Background: an optimization exercise with open tools, aiming at small area, a short achievable clock period and few clock cycles. Do not read the settings as production practice. Function was not checked in any run shown here: the RTL went through the layout flow alone. Power and IR drop assume default switching activity.

===== flow/design.v =====
module top (
    input         clk_i,
    input         rst_i,
    input  [7:0]  addr_i,
    input  [31:0] data_i,
    input         wr_vi,
    output [31:0] data_o
);
wire       op_w  = wr_vi & ~addr_i[7] & ~addr_i[6];  
wire       op_x  = wr_vi & ~addr_i[7] &  addr_i[6];  
wire       op_c  = wr_vi &  addr_i[7] & ~addr_i[6];  
wire       op_st = wr_vi &  addr_i[7] &  addr_i[6];  
wire       op_rd = addr_i[7] & ~addr_i[6];           
wire [3:0] a     = addr_i[3:0];
reg        pw_w, pw_x, pw_c;
reg [3:0]  pw_a;
reg [15:0] pw_oh;
reg [31:0] pw_d;
reg        clr;                                      
always_ff @(posedge clk_i or negedge rst_i)
    if (!rst_i) begin
        pw_w <= 1'b0;
        pw_x <= 1'b0;
        pw_c <= 1'b0;
    end else begin
        pw_w <= op_w;
        pw_x <= op_x;
        pw_c <= op_c;
    end
always_ff @(posedge clk_i) begin
    pw_a  <= a;
    pw_oh <= 16'b1 << a;
    pw_d  <= data_i;
    clr   <= ~rst_i;
end
reg [8:0] W [16];
reg [8:0] X [16];
reg [15:0] xv;
reg        pok;
wire       fast = pok & (&xv);
reg        rc;
reg [4:0]  rn;
reg        rc_op;           
wire       rc_clr = rc & (rn == 5'd2);
wire       vst    = rc & (rn == 5'd19);
reg [7:1] q;
always_ff @(posedge clk_i or negedge rst_i)
    if (!rst_i) begin
        q   <= '0;
        rc  <= 1'b0;
        rn  <= '0;
        xv  <= '0;
        pok <= 1'b1;
    end else begin
        q <= {q[6:1], (op_st & fast) | vst};
        if (op_st & ~fast) begin
            rc <= 1'b1;
            rn <= '0;
        end else if (rc) begin
            rn <= rn + 5'd1;
            if (vst) rc <= 1'b0;
        end
        if (q[1]) begin
            xv  <= '0;
            pok <= 1'b1;
        end else if (op_x) begin
            xv[a] <= 1'b1;
            if (xv[a]) pok <= 1'b0;
        end else if (op_w) begin
            if (|(xv & (16'hF << {a[3:2], 2'b00}))) pok <= 1'b0;
        end
        if (op_x & pw_w & (pw_a[3:2] == a[3:2])) pok <= 1'b0;
    end
wire idle_next = ~(op_st | rc | q[1] | q[2] | q[3] | q[4] | q[5] | q[6]);
always_ff @(posedge clk_i)
    for (int n = 0; n < 16; n++) begin
        if (clr | (pw_w & pw_oh[n])) W[n] <= pw_d[8:0] & {9{~clr}};
        if (clr | (pw_x & pw_oh[n])) X[n] <= pw_d[8:0] & {9{~clr}};
    end
reg [3:0] ri_oh, rk_oh;         
always_ff @(posedge clk_i or negedge rst_i)
    if (!rst_i) begin
        rc_op <= 1'b0;
        ri_oh <= '0;
        rk_oh <= '0;
    end else begin
        logic [3:0] n;
        logic       nx;
        n  = 4'(rn - 5'd2);         
        nx = rc & (rn >= 5'd2) & (rn <= 5'd17);
        rc_op <= nx;
        ri_oh <= nx ? 4'b1 << n[3:2] : 4'd0;
        rk_oh <= nx ? 4'b1 << n[1:0] : 4'd0;
    end
function automatic logic [14:0] booth_enc(input logic [8:0] b);
    logic [10:0] bx;
    logic [14:0] r;
    bx = {b[8], b, 1'b0};
    for (int t = 0; t < 5; t++) begin
        r[3*t+2] = bx[2*t+2];
        r[3*t+1] = bx[2*t+1] ^ bx[2*t];
        r[3*t]   = (bx[2*t+2] & ~bx[2*t+1] & ~bx[2*t]) | (~bx[2*t+2] & bx[2*t+1] & bx[2*t]);
    end
    booth_enc = r;
endfunction
wire [3:0] oh_i = (op_x ? 4'b1 << a[3:2] : 4'd0) | ri_oh;
wire [3:0] oh_k = (op_x ? 4'b1 << a[1:0] : 4'd0) | rk_oh;
logic [8:0] roww [4];
logic [8:0] xval;
logic [143:0] wflat;
wire  [59:0]  opd;
always_comb
    for (int n = 0; n < 16; n++) wflat[9*n +: 9] = W[n];
opsel_m u_opsel (.w(wflat), .oh_i(oh_i), .oh_k(oh_k), .bd(opd));
always_comb begin
    xval = '0;
    for (int e = 0; e < 4; e++) begin
        logic [8:0] rx;
        roww[e] = '0;
        rx = '0;
        for (int r = 0; r < 4; r++) begin
            roww[e] = roww[e] | (W[4*r+e] & {9{oh_i[r]}});
            rx = rx | (X[4*r+e] & {9{ri_oh[r]}});
        end
        xval = xval | (rx & {9{rk_oh[e]}});
    end
end
reg        sa_v;
reg [9:0]  sa_d;
reg [14:0] sa_bd [4];      
reg [3:0]  sa_k;           
always_ff @(posedge clk_i or negedge rst_i)
    if (!rst_i) sa_v <= 1'b0;
    else        sa_v <= op_x | rc_op;
always_ff @(posedge clk_i) begin
    logic [8:0] d;
    d = rc_op ? xval : data_i[8:0];
    sa_d <= {d[8], d};
    sa_k <= oh_k;
    for (int m = 0; m < 4; m++)
        sa_bd[m] <= opd[15*m +: 15];
end
function automatic logic [39:0] mul_cs(input logic [9:0] d, input logic [14:0] bd);
    logic [19:0] rows [5];
    logic [19:0] nk;
    logic [19:0] s1, c1, s2, c2, s3, c3, s4, c4;
    nk = 20'hAAC00;                        
    for (int t = 0; t < 5; t++) begin
        logic [10:0] xm, rw;
        xm = bd[3*t+1] ? {d[9], d} : bd[3*t] ? {d, 1'b0} : 11'd0;
        rw = xm ^ {11{bd[3*t+2]}};
        rw[10] = ~rw[10];
        rows[t] = 20'(rw) << (2*t);
        nk[2*t] = bd[3*t+2];
    end
    s1 = rows[0] ^ rows[1] ^ rows[2];
    c1 = ((rows[0] & rows[1]) | (rows[0] & rows[2]) | (rows[1] & rows[2])) << 1;
    s2 = rows[3] ^ rows[4] ^ nk;
    c2 = ((rows[3] & rows[4]) | (rows[3] & nk) | (rows[4] & nk)) << 1;
    s3 = s1 ^ c1 ^ s2;
    c3 = ((s1 & c1) | (s1 & s2) | (c1 & s2)) << 1;
    s4 = s3 ^ c3 ^ c2;
    c4 = ((s3 & c3) | (s3 & c2) | (c3 & c2)) << 1;
    mul_cs = {s4, c4};
endfunction
function automatic logic [3:0] lane_addr(input int m, input int e);
    lane_addr = 4'(4 * ((m - e) & 3) + e);
endfunction
reg [19:0] P [16];
reg [31:0] C [16];
reg        sb_v, sc_v;
reg [19:0] sb_s  [4];
reg [19:0] sb_c  [4];
reg [3:0]  sb_k;
reg [19:0] sc_p  [4];     
reg [3:0]  sc_k;
reg [19:0] pr    [4];     
logic [20:0] lsum [4];    
reg   [1:0]  adj  [4];    
logic [11:0] chsel [4];   
reg [3:0]  rsel;
reg        fwd;
reg        crdl, cwrl, chil, pzl;
reg [3:0]  crdv, cwrv, chiv;
always_ff @(posedge clk_i or negedge rst_i)
    if (!rst_i) begin
        sb_v <= 1'b0;
        sc_v <= 1'b0;
    end else begin
        sb_v <= sa_v;
        sc_v <= sb_v;
    end
always_ff @(posedge clk_i) begin
    logic [3:0] ri;
    ri = |q[4:1] ? q[4:1] : sa_k;
    rsel <= ri;
    fwd  <= sb_v && ri == sb_k;
    crdl <= |q[4:1];
    crdv <= q[4:1];
    cwrl <= |q[5:2];
    cwrv <= q[5:2];
    chil <= |q[6:3];
    chiv <= q[6:3];
    pzl  <= |q[5:2] | rc_clr;
    sb_k <= sa_k;
    sc_k <= sb_k;
end
wire [39:0] msc [4];
wire [19:0] bsum [4];
wire [20:0] lsw [4];
wire [11:0] hiw [4];
for (genvar g = 0; g < 4; g++) begin : g_lane
    mul_cs_m u_mul (.d(sa_d), .bd(sa_bd[g]), .sc(msc[g]));
    add20_m  u_b2  (.a(sb_s[g]), .b(sb_c[g]), .s(bsum[g]));
    add21_m  u_l   (.a(pr[g]), .b(sc_p[g]), .s(lsw[g]));
    hiadj_m  u_h   (.ch(chsel[g]), .adj(adj[g]), .s(hiw[g]));
end
always_ff @(posedge clk_i)
    for (int m = 0; m < 4; m++) begin
        logic [39:0] sc;
        logic [19:0] pv, cv;
        sc = msc[m];
        sb_s[m] <= sc[39:20];
        sb_c[m] <= sc[19:0];
        pv = '0;
        cv = '0;
        for (int e = 0; e < 4; e++) begin
            pv = pv | (P[lane_addr(m, e)] & {20{rsel[e]}});
            cv = cv | (C[lane_addr(m, e)][19:0] & {20{crdv[e]}});
        end
        sc_p[m] <= crdl ? cv : bsum[m];
        pr[m]   <= fwd ? lsum[m][19:0] : pv;
    end
always_comb
    for (int m = 0; m < 4; m++)
        lsum[m] = lsw[m];
always_ff @(posedge clk_i)
    for (int m = 0; m < 4; m++)
        adj[m] <= {~lsum[m][20] & pr[m][19], lsum[m][20] & ~pr[m][19]};
always_ff @(posedge clk_i)
    for (int m = 0; m < 4; m++)
        for (int e = 0; e < 4; e++)
            if (clr | pzl & (cwrv[e] | ~cwrl) | (sc_v & sc_k[e]))
                P[lane_addr(m, e)] <= lsum[m][19:0] & {20{~clr & ~pzl}};
always_ff @(posedge clk_i)
    for (int m = 0; m < 4; m++) begin
        logic [19:0] dlo;
        logic [11:0] dhi;
        dlo = cwrl ? lsum[m][19:0] : pw_d[19:0] & {20{~clr}};
        dhi = chil ? hiw[m] : pw_d[31:20] & {12{~clr}};
        for (int e = 0; e < 4; e++) begin
            if (clr | cwrv[e] | (pw_c & pw_oh[lane_addr(m, e)]))
                C[lane_addr(m, e)][19:0] <= dlo;
            if (clr | chiv[e] | (pw_c & pw_oh[lane_addr(m, e)]))
                C[lane_addr(m, e)][31:20] <= dhi;
        end
    end
always_comb
    for (int m = 0; m < 4; m++) begin
        chsel[m] = '0;
        for (int e = 0; e < 4; e++)
            chsel[m] = chsel[m] | (C[lane_addr(m, e)][31:20] & {12{chiv[e]}});
    end
reg [31:0] dout;
logic [511:0] cflat;
wire  [31:0]  dnext;
always_comb
    for (int n = 0; n < 16; n++) cflat[32*n +: 32] = C[n];
rdmux_m u_rd (.c(cflat), .rd(op_rd), .a(a), .idle(idle_next),
              .fw(pw_c), .fa(pw_a), .fd(pw_d), .d(dnext));
always_ff @(posedge clk_i)
    dout <= dnext;
assign data_o = dout;
endmodule
module mul_cs_m (input [9:0] d, input [14:0] bd, output [39:0] sc);
    logic [19:0] rows [5];
    logic [19:0] nk;
    logic [19:0] s1, c1, s2, c2, s3, c3, s4, c4;
    always_comb begin
        nk = 20'hAAC00;                    
        for (int t = 0; t < 5; t++) begin
            logic [10:0] xm, rw;
            xm = bd[3*t+1] ? {d[9], d} : bd[3*t] ? {d, 1'b0} : 11'd0;
            rw = xm ^ {11{bd[3*t+2]}};
            rw[10] = ~rw[10];
            rows[t] = 20'(rw) << (2*t);
            nk[2*t] = bd[3*t+2];
        end
        s1 = rows[0] ^ rows[1] ^ rows[2];
        c1 = ((rows[0] & rows[1]) | (rows[0] & rows[2]) | (rows[1] & rows[2])) << 1;
        s2 = rows[3] ^ rows[4] ^ nk;
        c2 = ((rows[3] & rows[4]) | (rows[3] & nk) | (rows[4] & nk)) << 1;
        s3 = s1 ^ c1 ^ s2;
        c3 = ((s1 & c1) | (s1 & s2) | (c1 & s2)) << 1;
        s4 = s3 ^ c3 ^ c2;
        c4 = ((s3 & c3) | (s3 & c2) | (c3 & c2)) << 1;
    end
    assign sc = {s4, c4};
endmodule
module add20_m (input [19:0] a, input [19:0] b, output [19:0] s);
    assign s = a + b;
endmodule
module add21_m (input [19:0] a, input [19:0] b, output [20:0] s);
    assign s = {1'b0, a} + {1'b0, b};
endmodule
module hiadj_m (input [11:0] ch, input [1:0] adj, output [11:0] s);
    assign s = adj[1] ? ch - 12'd1 : adj[0] ? ch + 12'd1 : ch;
endmodule
module opsel_m (input [143:0] w, input [3:0] oh_i, input [3:0] oh_k, output [59:0] bd);
    function automatic logic [14:0] benc(input logic [8:0] b);
        logic [10:0] bx;
        logic [14:0] r;
        bx = {b[8], b, 1'b0};
        for (int t = 0; t < 5; t++) begin
            r[3*t+2] = bx[2*t+2];
            r[3*t+1] = bx[2*t+1] ^ bx[2*t];
            r[3*t]   = (bx[2*t+2] & ~bx[2*t+1] & ~bx[2*t]) | (~bx[2*t+2] & bx[2*t+1] & bx[2*t]);
        end
        benc = r;
    endfunction
    logic [8:0]  roww [4];
    logic [59:0] r;
    always_comb begin
        for (int e = 0; e < 4; e++) begin
            roww[e] = '0;
            for (int i = 0; i < 4; i++)
                roww[e] = roww[e] | (w[9*(4*i+e) +: 9] & {9{oh_i[i]}});
        end
        for (int m = 0; m < 4; m++) begin
            logic [8:0] b;
            b = '0;
            for (int e = 0; e < 4; e++)
                b = b | (roww[e] & {9{oh_k[(m - e) & 3]}});
            r[15*m +: 15] = benc(b);
        end
    end
    assign bd = r;
endmodule
module rdmux_m (input [511:0] c, input rd, input [3:0] a, input idle,
                input fw, input [3:0] fa, input [31:0] fd, output [31:0] d);
    logic [31:0] v;
    logic        hit;
    always_comb begin
        v = '0;
        for (int n = 0; n < 16; n++)
            v = v | (c[32*n +: 32] & {32{a == n}});
        hit = fw && fa == a;
    end
    assign d = rd ? (hit ? fd : v) : {31'd0, idle};
endmodule

===== flow/run.sh =====
#!/bin/bash
# synth_recipe.tcl (not shown) runs the flow's synth.tcl, then flattens the netlist and writes it again
# the make line also repeats each setting of config.mk as NAME=value (left out here)
make -C /OpenROAD-flow-scripts/flow DESIGN_CONFIG=/design/flow/config.mk WORK_HOME=/design/flow/orfs CLKGATE_MAP_FILE= SYNTH_SCRIPT=/design/flow/synth_recipe.tcl finish

===== flow/config.mk =====
export PLATFORM = sky130hd
export DESIGN_NAME = top
export DESIGN_NICKNAME = top
export VERILOG_FILES = /design/flow/design.v
export SDC_FILE = /design/flow/constraint.sdc
export NUM_CORES = 8
export LEC_CHECK = 0
export CAP_MARGIN = 20
export CORE_MARGIN = 2
export CORE_UTILIZATION = 55
export CTS_CLUSTER_DIAMETER = 80
export CTS_CLUSTER_SIZE = 25
export PLACE_DENSITY = 0.7
export SETUP_SLACK_MARGIN = 3.7
export SLEW_MARGIN = 20
export SYNTH_HIERARCHICAL = 1
export SYNTH_MINIMUM_KEEP_SIZE = 0

===== flow/constraint.sdc =====
create_clock -name core_clock -period 6.5 [get_ports {clk_i}]
set_input_delay 1.3000 -clock core_clock [delete_from_list [all_inputs] [get_ports {clk_i}]]
set_output_delay 1.3000 -clock core_clock [all_outputs]
set_load 0.01 [all_outputs]

==> flow_metrics.env, run 1 <==
export IMPL_rr_worst_depth=3
export IMPL_port_buffers=72
export IMPL_slowest_delay_ns=0.53
export IMPL_synth_seq_cells=1673
export IMPL_rsz0062_at_grt="yes"
export IMPL_worstPathMaxFanout=43
export IMPL_async_flop_share_pct=2.63
export IMPL_num_rows=140
export IMPL_dp_hpwl_mm=177
export IMPL_power_frac_comb_pct=50.3
export IMPL_vdd_drop_max_v=0.000311
export IMPL_p_seq_share_pct=36.4
export IMPL_synth_area_per_cell_um2=12.0
export IMPL_slew_headroom_pct=18.0
export IMPL_grt_util_all_layers_pct=34.3
export IMPL_period_share_pct=45.1
export IMPL_crit_type="primary input to flip-flop"
export IMPL_status="no timing/DRC/antenna violations"
export IMPL_die_area_um2=149000
export IMPL_arrival_ns=3.61
export IMPL_synthesis_area_um2=80500
export IMPL_start_util_pct=55.4
export IMPL_r2r_start="cwrv[0]"
export IMPL_cap_violations=0
export IMPL_antenna_found_initial=16
export IMPL_htree_levels=3
export IMPL_hold_slack_ns=0.357
export IMPL_end_kind="flip-flop"
export IMPL_wire_per_inst_um=30.7
export IMPL_fin_crit_ns=2.93
export IMPL_wirelength_mm=266
export IMPL_ys_top_cells_by_count="edfxtp_1 (1,120), a22oi_1 (757), nand2_1 (622), dfxtp_1 (509), ha_1 (286)"
export IMPL_tightest_slew_ns=1.23
export IMPL_clock_skew_ns=0.0445
export IMPL_vias=58500
export IMPL_crit_path_start="addr_i[1]"
export IMPL_post_synth_top_count_cell="edfxtp_1"
export IMPL_internal_power_mw=27.5
export IMPL_drc=0
export IMPL_drive_gt1_share_pct=13.1
export IMPL_hold_viol=0
export IMPL_fmax_mhz=341
export IMPL_grt_max_degree=76
export IMPL_p_switching_mw=21.5
export IMPL_clock_path_buffers=3
export IMPL_cp_slowest_cell="o32ai_1"
export IMPL_netlist_top_cells_area="edfxtp_1 (42%), dfxtp_1 (13%), a22oi_1 (7.1%), ha_1 (4.4%), nand2_1 (2.9%)"
export IMPL_dieHeight_um=387
export IMPL_cts_tree="built"
export IMPL_root_buffer="clkbuf_16"
export IMPL_synth_edf_count=1120
export IMPL_postRouteAntennaNets=0
export IMPL_setup_slack_ns=3.57
export IMPL_switching_share_pct=43.9
export IMPL_coreArea_um2=145000
export IMPL_setup_violations=0
export IMPL_synthCells=6709
export IMPL_fp_dieW_um=387
export IMPL_drv_slew=0
export IMPL_power_density_nw_per_um2=555
export IMPL_gp_congestion=1.00
export IMPL_routed_via_density=6.75
export IMPL_yosysWarnings=38
export IMPL_cts_sinks=1673
export IMPL_grt_pass1_vias=55100
export IMPL_num_nets_final=7101
export IMPL_grt_first_pass_wirelength_mm=377
export IMPL_ioPinCount=75
export IMPL_cp_common_cell="buf_12"
export IMPL_r2r_setup_slack_ns=3.69
export IMPL_synth_cell_types=104
export IMPL_synthToLayoutAreaGrowth_pct=9.75
export IMPL_cp_start_kind="primary input"
export IMPL_cts_buffers=89
export IMPL_ys_seq_area_share_pct=55.8
export IMPL_clock_latency_ns=0.77
export IMPL_power_leakage_nw=33.7
export IMPL_first_pass_iters=7
export IMPL_synthFlopType="edfxtp_1"
export IMPL_clk_pin_slew_ns=0.09
export IMPL_pwr_share_clk_pct=13.3
export IMPL_drt_iter0_markers=8646
export IMPL_critPathCapture="dout[21]"
export IMPL_r2r_end="sc_p[1][3]"
export IMPL_grt_ovfl_total=0
export IMPL_required_ns=7.18
export IMPL_yosysTopAreaCell="edfxtp_1"
export IMPL_fin_tns_setup_ns=0
export IMPL_synth_top_area_share_pct=41.8
export IMPL_dpl_worst_slack_ns=1.83
export IMPL_crit_chain="buf_12 > buf_12 > nor2_4 > buf_4 > a22oi_1 > o32ai_1 > nor4_2 > a21oi_1"
export IMPL_holdCritPathClass="flip-flop to flip-flop"
-- critical path, delay by kind of cell --
family / cells / cell delay, ns
buffers and inverters: 3 / 0.76
AND/OR/NAND/NOR: 2 / 0.59
AO/OA/AOI/OAI: 3 / 0.87
-- per-layer routing --
layer / vias up / routed length, um / global-route usage (%)
li1: 25300 / - / -
met1: 28600 / 99300 / 45.0
met2: 3758 / 116000 / 51.5
met3: 851 / 32800 / 9.68
met4: 12 / 18000 / 18.5
met5: - / 76 / 0
-- logic make-up (layout without fill, tap and decap cells) --
kind of cell               count (synthesis)  after routing  synth area share [%]
AOI/OAI and AO/OA                       2058           2062                  18.5
xor gates and xnor gates                 408            408                  4.44
adders and majority gates                390            390                  7.03
buffers and inverters                    640            660                  3.54
DFF                                     1673           1673                  55.8
muxes                                    191            191                  2.65
other                                      9             27                0.0420
and+or+nand+nor                         1340           1340                  7.95
-- repair_timing --
item,4_1_cts,5_1_grt
buffers inserted,58,52
hold buffers,0,0
pin swaps,20,36
hold endpoints to repair,0,0
setup endpoints to repair,699,397
cloned,6,7
gates resized for setup,227,235
-- power groups by stage --
stage / logic, mW / clock network [mW] / registers [mW]
after floorplan: 15.6 / 0 / 16.6
after global placement: 22.1 / 0 / 17.8
after detailed placement: 22.6 / 0 / 17.9
after CTS: 23.3 / 6.55 / 17.7
after global routing: 26.8 / 6.88 / 18.1
final: 24.6 / 6.52 / 17.9
-- through the flow --
step           power [mW]  std cells  util (%)  cell area [um2]
2_1_floorplan        32.3       6720         -            80700
3_5_place_dp         40.5       8370      56.8            82600
6_report             49.0       8668      60.8            88300
5_1_grt              51.8       8663      60.8            88300
4_1_cts              47.5       8601      59.7            86900
3_3_place_gp         39.9       8370      56.8            82600
-- cell type report --
| class | instances | area (um2) |
|---|---|---|
| Antenna cell | 7 | 17.5 |
| Clock buffer | 129 | 2470 |
| Clock inverter | 38 | 498 |
| Fill cell | 11400 | 57100 |
| Inverter | 196 | 757 |
| Multi-Input combinational cell | 4411 | 34100 |
| Sequential cell | 1673 | 45100 |
| Tap cell | 1917 | 2400 |
| Timing Repair Buffer | 296 | 3020 |
| Timing Repair inverter | 1 | 7.51 |
-- how the worst min path moves through the flow --
stage | cells past startpoint | to | slack, ns | start
detailed placement | 0 | sb_v | 0.34 | sa_v
CTS | 0 | sb_v | 0.36 | sa_v
floorplan | 0 | sb_k[2] | 0.32 | sa_k[2]
global placement | 0 | sb_v | 0.33 | sa_v
finish | 0 | sb_v | 0.36 | sa_v
global route | 0 | sb_v | 0.37 | sa_v
-- cell usage in the layout (no fill, tap or decap), types with 109 or more instances in the layout --
cell / Yosys / final
inv_1: 190 / 186
a22oi_1: 757 / 731
dfxtp_1: 509 / 441
edfxtp_1: 1120 / 1120
nand2_1: 622 / 600
a31oi_1: 122 / 118
ha_1: 286 / 274
nor2_1: 199 / 183
o21ai_0: 228 / 197
xnor2_1: 254 / 248
a21oi_1: 237 / 227
xor2_1: 154 / 143
a21o_1: 116 / 109
mux2_2: 120 / 120
buf_4: 40 / 173
a22o_1: 150 / 148
-- Yosys stat by module (local to each module, per instance) --
module,cells,cell area [um2],times used
opsel_m,310,2200,1
add20_m,132,1000,4
rdmux_m,674,4800,1
add21_m,142,1010,4
mul_cs_m,270,2100,4
top,3305,55400,1
hiadj_m,61,400,4
-- sequential cells by signal, indices dropped and copies added, names as in the netlist, 5 cells and up --
name   flops
W        144
pw_oh     16
adj        8
C        512
pr        80
P        320
pw_d      32
sa_bd     60
xv        16
rn         5
sb_s      80
sc_p      80
sa_d       9
X        144
dout      32
q          6
sb_c      80
==> inputs of run 2 (changes only) <==
--- a/flow/design.v
+++ b/flow/design.v
@@ -13,25 +13,5 @@
 wire       op_rd = addr_i[7] & ~addr_i[6];           
 wire [3:0] a     = addr_i[3:0];
-reg        pw_w, pw_x, pw_c;
-reg [3:0]  pw_a;
-reg [15:0] pw_oh;
-reg [31:0] pw_d;
-reg        clr;                                      
-always_ff @(posedge clk_i or negedge rst_i)
-    if (!rst_i) begin
-        pw_w <= 1'b0;
-        pw_x <= 1'b0;
-        pw_c <= 1'b0;
-    end else begin
-        pw_w <= op_w;
-        pw_x <= op_x;
-        pw_c <= op_c;
-    end
-always_ff @(posedge clk_i) begin
-    pw_a  <= a;
-    pw_oh <= 16'b1 << a;
-    pw_d  <= data_i;
-    clr   <= ~rst_i;
-end
+wire       clr   = ~rst_i;                           
 reg [8:0] W [16];
 reg [8:0] X [16];
@@ -70,11 +50,10 @@
             if (|(xv & (16'hF << {a[3:2], 2'b00}))) pok <= 1'b0;
         end
-        if (op_x & pw_w & (pw_a[3:2] == a[3:2])) pok <= 1'b0;
     end
-wire idle_next = ~(op_st | rc | q[1] | q[2] | q[3] | q[4] | q[5] | q[6]);
+wire idle_next = ~(op_st | rc | q[1] | q[2] | q[3] | q[4] | q[5]);
 always_ff @(posedge clk_i)
     for (int n = 0; n < 16; n++) begin
-        if (clr | (pw_w & pw_oh[n])) W[n] <= pw_d[8:0] & {9{~clr}};
-        if (clr | (pw_x & pw_oh[n])) X[n] <= pw_d[8:0] & {9{~clr}};
+        if (clr | (op_w & a == n)) W[n] <= data_i[8:0] & {9{rst_i}};
+        if (clr | (op_x & a == n)) X[n] <= data_i[8:0] & {9{rst_i}};
     end
 reg [3:0] ri_oh, rk_oh;         
@@ -106,5 +85,4 @@
 wire [3:0] oh_i = (op_x ? 4'b1 << a[3:2] : 4'd0) | ri_oh;
 wire [3:0] oh_k = (op_x ? 4'b1 << a[1:0] : 4'd0) | rk_oh;
-logic [8:0] roww [4];
 logic [8:0] xval;
 logic [143:0] wflat;
@@ -112,15 +90,12 @@
 always_comb
     for (int n = 0; n < 16; n++) wflat[9*n +: 9] = W[n];
-opsel_m u_opsel (.w(wflat), .oh_i(oh_i), .oh_k(oh_k), .bd(opd));
+opsel_m u_opsel (.w(wflat), .oh_i(oh_i), .bd(opd));
 always_comb begin
     xval = '0;
     for (int e = 0; e < 4; e++) begin
         logic [8:0] rx;
-        roww[e] = '0;
         rx = '0;
-        for (int r = 0; r < 4; r++) begin
-            roww[e] = roww[e] | (W[4*r+e] & {9{oh_i[r]}});
+        for (int r = 0; r < 4; r++)
             rx = rx | (X[4*r+e] & {9{ri_oh[r]}});
-        end
         xval = xval | (rx & {9{rk_oh[e]}});
     end
@@ -165,5 +140,5 @@
 endfunction
 function automatic logic [3:0] lane_addr(input int m, input int e);
-    lane_addr = 4'(4 * ((m - e) & 3) + e);
+    lane_addr = 4'(4 * m + e);
 endfunction
 reg [19:0] P [16];
@@ -173,14 +148,12 @@
 reg [19:0] sb_c  [4];
 reg [3:0]  sb_k;
-reg [19:0] sc_p  [4];     
+reg [31:0] sc_p  [4];     
 reg [3:0]  sc_k;
 reg [19:0] pr    [4];     
-logic [20:0] lsum [4];    
-reg   [1:0]  adj  [4];    
-logic [11:0] chsel [4];   
+logic [31:0] lsum [4];    
 reg [3:0]  rsel;
 reg        fwd;
-reg        crdl, cwrl, chil, pzl;
-reg [3:0]  crdv, cwrv, chiv;
+reg        crdl, cwrl, pzl;
+reg [3:0]  crdv, cwrv;
 always_ff @(posedge clk_i or negedge rst_i)
     if (!rst_i) begin
@@ -200,6 +173,4 @@
     cwrl <= |q[5:2];
     cwrv <= q[5:2];
-    chil <= |q[6:3];
-    chiv <= q[6:3];
     pzl  <= |q[5:2] | rc_clr;
     sb_k <= sa_k;
@@ -208,16 +179,15 @@
 wire [39:0] msc [4];
 wire [19:0] bsum [4];
-wire [20:0] lsw [4];
-wire [11:0] hiw [4];
+wire [31:0] lsw [4];
 for (genvar g = 0; g < 4; g++) begin : g_lane
     mul_cs_m u_mul (.d(sa_d), .bd(sa_bd[g]), .sc(msc[g]));
     add20_m  u_b2  (.a(sb_s[g]), .b(sb_c[g]), .s(bsum[g]));
-    add21_m  u_l   (.a(pr[g]), .b(sc_p[g]), .s(lsw[g]));
-    hiadj_m  u_h   (.ch(chsel[g]), .adj(adj[g]), .s(hiw[g]));
+    add32_m  u_l   (.a(pr[g]), .b(sc_p[g]), .s(lsw[g]));
 end
 always_ff @(posedge clk_i)
     for (int m = 0; m < 4; m++) begin
         logic [39:0] sc;
-        logic [19:0] pv, cv;
+        logic [19:0] pv;
+        logic [31:0] cv;
         sc = msc[m];
         sb_s[m] <= sc[39:20];
@@ -227,7 +197,7 @@
         for (int e = 0; e < 4; e++) begin
             pv = pv | (P[lane_addr(m, e)] & {20{rsel[e]}});
-            cv = cv | (C[lane_addr(m, e)][19:0] & {20{crdv[e]}});
+            cv = cv | (C[lane_addr(m, e)] & {32{crdv[e]}});
         end
-        sc_p[m] <= crdl ? cv : bsum[m];
+        sc_p[m] <= crdl ? cv : {12'd0, bsum[m]};
         pr[m]   <= fwd ? lsum[m][19:0] : pv;
     end
@@ -237,28 +207,14 @@
 always_ff @(posedge clk_i)
     for (int m = 0; m < 4; m++)
-        adj[m] <= {~lsum[m][20] & pr[m][19], lsum[m][20] & ~pr[m][19]};
-always_ff @(posedge clk_i)
-    for (int m = 0; m < 4; m++)
         for (int e = 0; e < 4; e++)
             if (clr | pzl & (cwrv[e] | ~cwrl) | (sc_v & sc_k[e]))
-                P[lane_addr(m, e)] <= lsum[m][19:0] & {20{~clr & ~pzl}};
+                P[lane_addr(m, e)] <= lsum[m][19:0] & {20{rst_i & ~pzl}};
 always_ff @(posedge clk_i)
     for (int m = 0; m < 4; m++) begin
-        logic [19:0] dlo;
-        logic [11:0] dhi;
-        dlo = cwrl ? lsum[m][19:0] : pw_d[19:0] & {20{~clr}};
-        dhi = chil ? hiw[m] : pw_d[31:20] & {12{~clr}};
-        for (int e = 0; e < 4; e++) begin
-            if (clr | cwrv[e] | (pw_c & pw_oh[lane_addr(m, e)]))
-                C[lane_addr(m, e)][19:0] <= dlo;
-            if (clr | chiv[e] | (pw_c & pw_oh[lane_addr(m, e)]))
-                C[lane_addr(m, e)][31:20] <= dhi;
-        end
-    end
-always_comb
-    for (int m = 0; m < 4; m++) begin
-        chsel[m] = '0;
+        logic [31:0] din;
+        din = cwrl ? lsum[m] : data_i & {32{rst_i}};
         for (int e = 0; e < 4; e++)
-            chsel[m] = chsel[m] | (C[lane_addr(m, e)][31:20] & {12{chiv[e]}});
+            if (clr | cwrv[e] | (op_c && a == lane_addr(m, e)))
+                C[lane_addr(m, e)] <= din;
     end
 reg [31:0] dout;
@@ -267,6 +223,5 @@
 always_comb
     for (int n = 0; n < 16; n++) cflat[32*n +: 32] = C[n];
-rdmux_m u_rd (.c(cflat), .rd(op_rd), .a(a), .idle(idle_next),
-              .fw(pw_c), .fa(pw_a), .fd(pw_d), .d(dnext));
+rdmux_m u_rd (.c(cflat), .rd(op_rd), .a(a), .idle(idle_next), .d(dnext));
 always_ff @(posedge clk_i)
     dout <= dnext;
@@ -301,11 +256,8 @@
     assign s = a + b;
 endmodule
-module add21_m (input [19:0] a, input [19:0] b, output [20:0] s);
-    assign s = {1'b0, a} + {1'b0, b};
+module add32_m (input [19:0] a, input [31:0] b, output [31:0] s);
+    assign s = {{12{a[19]}}, a} + b;
 endmodule
-module hiadj_m (input [11:0] ch, input [1:0] adj, output [11:0] s);
-    assign s = adj[1] ? ch - 12'd1 : adj[0] ? ch + 12'd1 : ch;
-endmodule
-module opsel_m (input [143:0] w, input [3:0] oh_i, input [3:0] oh_k, output [59:0] bd);
+module opsel_m (input [143:0] w, input [3:0] oh_i, output [59:0] bd);
     function automatic logic [14:0] benc(input logic [8:0] b);
         logic [10:0] bx;
@@ -319,32 +271,22 @@
         benc = r;
     endfunction
-    logic [8:0]  roww [4];
     logic [59:0] r;
-    always_comb begin
-        for (int e = 0; e < 4; e++) begin
-            roww[e] = '0;
-            for (int i = 0; i < 4; i++)
-                roww[e] = roww[e] | (w[9*(4*i+e) +: 9] & {9{oh_i[i]}});
-        end
+    always_comb
         for (int m = 0; m < 4; m++) begin
             logic [8:0] b;
             b = '0;
-            for (int e = 0; e < 4; e++)
-                b = b | (roww[e] & {9{oh_k[(m - e) & 3]}});
+            for (int i = 0; i < 4; i++)
+                b = b | (w[9*(4*i+m) +: 9] & {9{oh_i[i]}});
             r[15*m +: 15] = benc(b);
         end
-    end
     assign bd = r;
 endmodule
-module rdmux_m (input [511:0] c, input rd, input [3:0] a, input idle,
-                input fw, input [3:0] fa, input [31:0] fd, output [31:0] d);
+module rdmux_m (input [511:0] c, input rd, input [3:0] a, input idle, output [31:0] d);
     logic [31:0] v;
-    logic        hit;
     always_comb begin
-        v = '0;
+        v = {31'd0, idle & ~rd};
         for (int n = 0; n < 16; n++)
-            v = v | (c[32*n +: 32] & {32{a == n}});
-        hit = fw && fa == a;
+            v = v | (c[32*n +: 32] & {32{rd && a == n}});
     end
-    assign d = rd ? (hit ? fd : v) : {31'd0, idle};
+    assign d = v;
 endmodule
==> run 2 against run 1 <==
Still clean on timing, DRC and antenna. Sequential share of layout area is 1.8 points lower. Cell area is 2.9% higher. Die area decreased by 0.12%. Clock skew is 0.033 ns higher. Synthesized cell count decreased by 1.1%. Critical path depth rose by 3. Register-to-register slack got worse by 0.23 ns. First-iteration DRC count is 0.80% lower. Combinational power increased by 24%. Critical endpoint is now P[14][18].
==> flow_metrics.env, run 2 <==
export IMPL_rr_worst_depth=11
export IMPL_worstPathMaxFanout=4
export IMPL_r2r_setup_slack_ns=3.46
export IMPL_dp_hpwl_mm=180
export IMPL_synthFlopType="edfxtp_1"
export IMPL_fin_area_um2=90900
export IMPL_grt_util_all_layers_pct=35.9
export IMPL_drv_slew=0
export IMPL_yosysWarnings=31
export IMPL_utilization_pct=62.5
export IMPL_drc=0
export IMPL_holdCritPathClass="flip-flop to flip-flop"
export IMPL_synth_cell_types=109
export IMPL_period_share_pct=46.7
export IMPL_critPathBufInv=1
export IMPL_cts_sinks=1654
export IMPL_async_flop_share_pct=2.42
export IMPL_die_area_um2=149000
export IMPL_vias=59600
export IMPL_regMostFlops="C"
export IMPL_netlist_top_cells_area="edfxtp_1 (42%), dfxtp_1 (12%), a22oi_1 (7.0%), ha_1 (5.0%), xnor2_1 (3.1%)"
export IMPL_synthToLayoutAreaGrowth_pct=13.1
export IMPL_reg_top3="C: 512 flops, P: 320 flops"
export IMPL_antenna_found_initial=26
export IMPL_whs_path_depth=0
export IMPL_slew_headroom_pct=26.0
export IMPL_wire_per_inst_um=32.2
export IMPL_synthCells=6635
export IMPL_cp_start_kind="flip-flop"
export IMPL_clock_path_buffers=3
export IMPL_hold_buffers=0
export IMPL_cp_depth=11
export IMPL_cts_tree="built"
export IMPL_postRouteAntennaNets=0
export IMPL_hold_viol=0
export IMPL_grt_first_pass_wirelength_mm=386
export IMPL_drt_iter0_markers=8577
export IMPL_end_kind="flip-flop"
export IMPL_vdd_drop_max_v=0.000318
export IMPL_cp_top_family="compound AO/OA/AOI/OAI gates"
export IMPL_port_buffers=72
export IMPL_final_cell_mix="edfxtp_1 (1,120), a22oi_1 (748), nand2_1 (455), dfxtp_1 (394), xnor2_1 (260)"
export IMPL_synth_seq_cells=1654
export IMPL_start_util_pct=55.3
export IMPL_grt_ovfl_total=0
export IMPL_crit_chain="ha_4 > fa_2 > a21oi_4 > o211ai_1 > a21o_2 > a21oi_2 > o21ai_2 > a21boi_2 > xnor2_4 > buf_12 > and2_4"
export IMPL_fin_tns_setup_ns=0
export IMPL_yosysTopAreaCell="edfxtp_1"
export IMPL_clock_latency_ns=0.80
export IMPL_synth_area_per_cell_um2=12.1
export IMPL_crit_type="flip-flop to flip-flop"
export IMPL_dp_cells=8293
export IMPL_drive_gt1_share_pct=16.9
export IMPL_hold_slack_ns=0.353
export IMPL_num_rows=140
export IMPL_coreArea_um2=145000
export IMPL_num_nets_final=7118
export IMPL_cap_violations=0
export IMPL_final_cells=8654
export IMPL_synth_top_area_share_pct=41.8
export IMPL_htree_levels=3
export IMPL_clock_skew_ns=0.0773
export IMPL_required_ns=7.01
export IMPL_wirelength_mm=279
export IMPL_gp_congestion=1.05
export IMPL_placed_area_um2=82600
export IMPL_power_leakage_nw=34.1
export IMPL_grt_pass1_vias=55200
export IMPL_ys_top_cells_by_count="edfxtp_1 (1,120), a22oi_1 (751), dfxtp_1 (494), nand2_1 (474), ha_1 (321)"
export IMPL_fp_dieW_um=386
export IMPL_rsz0062_at_grt="yes"
export IMPL_tightest_slew_ns=1.11
export IMPL_post_synth_top_count_cell="edfxtp_1"
export IMPL_routed_via_density=6.89
export IMPL_arrival_ns=3.54
export IMPL_final_common_cell="edfxtp_1"
export IMPL_fin_crit_ns=3.04
export IMPL_fmax_mhz=329
export IMPL_status="no timing/DRC/antenna violations"
export IMPL_synth_edf_count=1120
export IMPL_cts_buffers=89
export IMPL_slowest_delay_ns=0.37
export IMPL_cp_slowest_cell="fa_2"
export IMPL_largest_reg_flops=512
export IMPL_grt_max_degree=129
export IMPL_ys_seq_area_share_pct=55.4
export IMPL_clk_pin_slew_ns=0.10
export IMPL_ioPinCount=75
export IMPL_dieHeight_um=386
export IMPL_setup_violations=0
export IMPL_root_buffer="clkbuf_16"
export IMPL_power_density_nw_per_um2=607
export IMPL_first_pass_iters=17
export IMPL_synthesis_area_um2=80400
run 2: changes by cell type after synthesis, sizes merged, moves of 26 or more:
cell and change:
a21boi +56, a21oi +26, ha +35, mux2i +29
nand2 -144, nand2b -30, nor2 +59, nor2b -32
xnor2 +32
run 2: report_power, final:
part	internal, mW	leakage [nW]	switching, mW	total, mW
registers	15.6	16.0	2.50	18.1
logic	11.4	16.6	19.1	30.5
clock network	2.87	1.44	3.69	6.56
run 2: layer usage:
| layer | part of all wire (%) | track usage (%) | up-vias |
|---|---|---|---|
| met5 | 0.095 | 0.390 | - |
| met4 | 8.9 | 25.9 | 20 |
| met3 | 13 | 10.1 | 970 |
| met2 | 43 | 52.0 | 4154 |
| met1 | 36 | 46.1 | 29300 |
| li1 | - | - | 25200 |
run 2: worst paths after layout:
check                           start         to
max                        sc_p[3][0]  P[14][18]
max in group asynchronous       rst_i        pok
min in group asynchronous       rst_i         rc
min                           sa_k[2]    sb_k[2]
min reg2reg                   sa_k[2]    sb_k[2]
max reg2reg                sc_p[3][0]  P[14][18]
run 2: metrics by stage:
stage / setup WS, ns / power, mW
after global placement: 1.60 / 43.3
after global routing: 3.45 / 57.9
after CTS: 3.54 / 52.4
final: 3.46 / 55.2
after floorplan: 3.32 / 34.1
after detailed placement: 1.56 / 43.9
run 2: worst reg2reg max path, cell delays in order (launching register included):
cell,delay [ns]
dfxtp_2,0.34
ha_4,0.15
fa_2,0.37
a21oi_4,0.21
o211ai_1,0.27
a21o_2,0.37
a21oi_2,0.20
o21ai_2,0.13
a21boi_2,0.28
xnor2_4,0.13
buf_12,0.16
and2_4,0.14
run 2: logic make-up (layout without fill, tap and decap cells):
kind of cell	after synthesis	after routing	share of synthesized area [%]
multiplexers	209	209	2.92
adder cells (fa/ha/maj)	425	425	7.59
AND/OR/NAND/NOR	1204	1209	7.15
other	9	33	0.0420
AO/OA/AOI/OAI	2067	2070	18.7
buffers and inverters	642	712	3.60
flip-flops	1654	1654	55.4
XOR/XNOR	425	425	4.64
run 2: final cells by class:
class                   count  area (um2)
well taps                1917        2400
inverters                 199         747
diodes                     13        32.5
fillers                 11100       54400
clock buffers             123        2430
clock inverters            42         557
multi-input cells        4358       36300
repair buffers            348        3710
flip-flops and latches   1654       44800
run 2: what timing repair did:
| action | CTS | global route |
|---|---|---|
| buffers inserted | 94 | 70 |
| endpoints found under the setup margin | 1599 | 953 |
| resized for setup | 481 | 352 |
| gates cloned | 11 | 8 |
| pin swaps | 85 | 109 |
run 2: Yosys stat by module (local to each module, per instance):
module	flops+latches	area [um2]	cells inside	times used
add20_m	0	1000	132	4
add32_m	0	1860	271	4
mul_cs_m	0	2090	262	4
opsel_m	0	1650	197	1
rdmux_m	0	3920	536	1
top	1654	55000	3242	1

[port drivers added, routing unchanged]
In the flow no input, the clock included, has a driving cell. The finished layouts below were timed again as built, in two steps. Step 1 sets driving cells, clkbuf_16 on the clock port and buf_2 on the other inputs (assumed; they add their load-dependent delay and slew). Step 2 adds t to the input delays and takes it off the output delays; t is the mean of the earliest and latest rising clock arrival at the registers after step 1. Input paths then give back, and output paths get back, about the clock's delay inside the block. Slacks: ideal ports / drivers / drivers and shift; pairs: ideal ports / drivers.
run | t (ns) | slack for setup (ns) | slew at the worst register clock pin (ns) | worst slew at a driven data input, ns
run 1 | 0.830 | 3.571 / 3.608 / 2.778 | 0.11 / 0.11 | 0.07
run 2 | 0.851 | 3.463 / 3.463 / 2.748 | 0.11 / 0.11 | 0.19
After both steps every run listed still meets setup and hold. The setup slack of run 1, which loses most, moves by +0.037 ns with the drivers and by -0.793 ns with both steps.
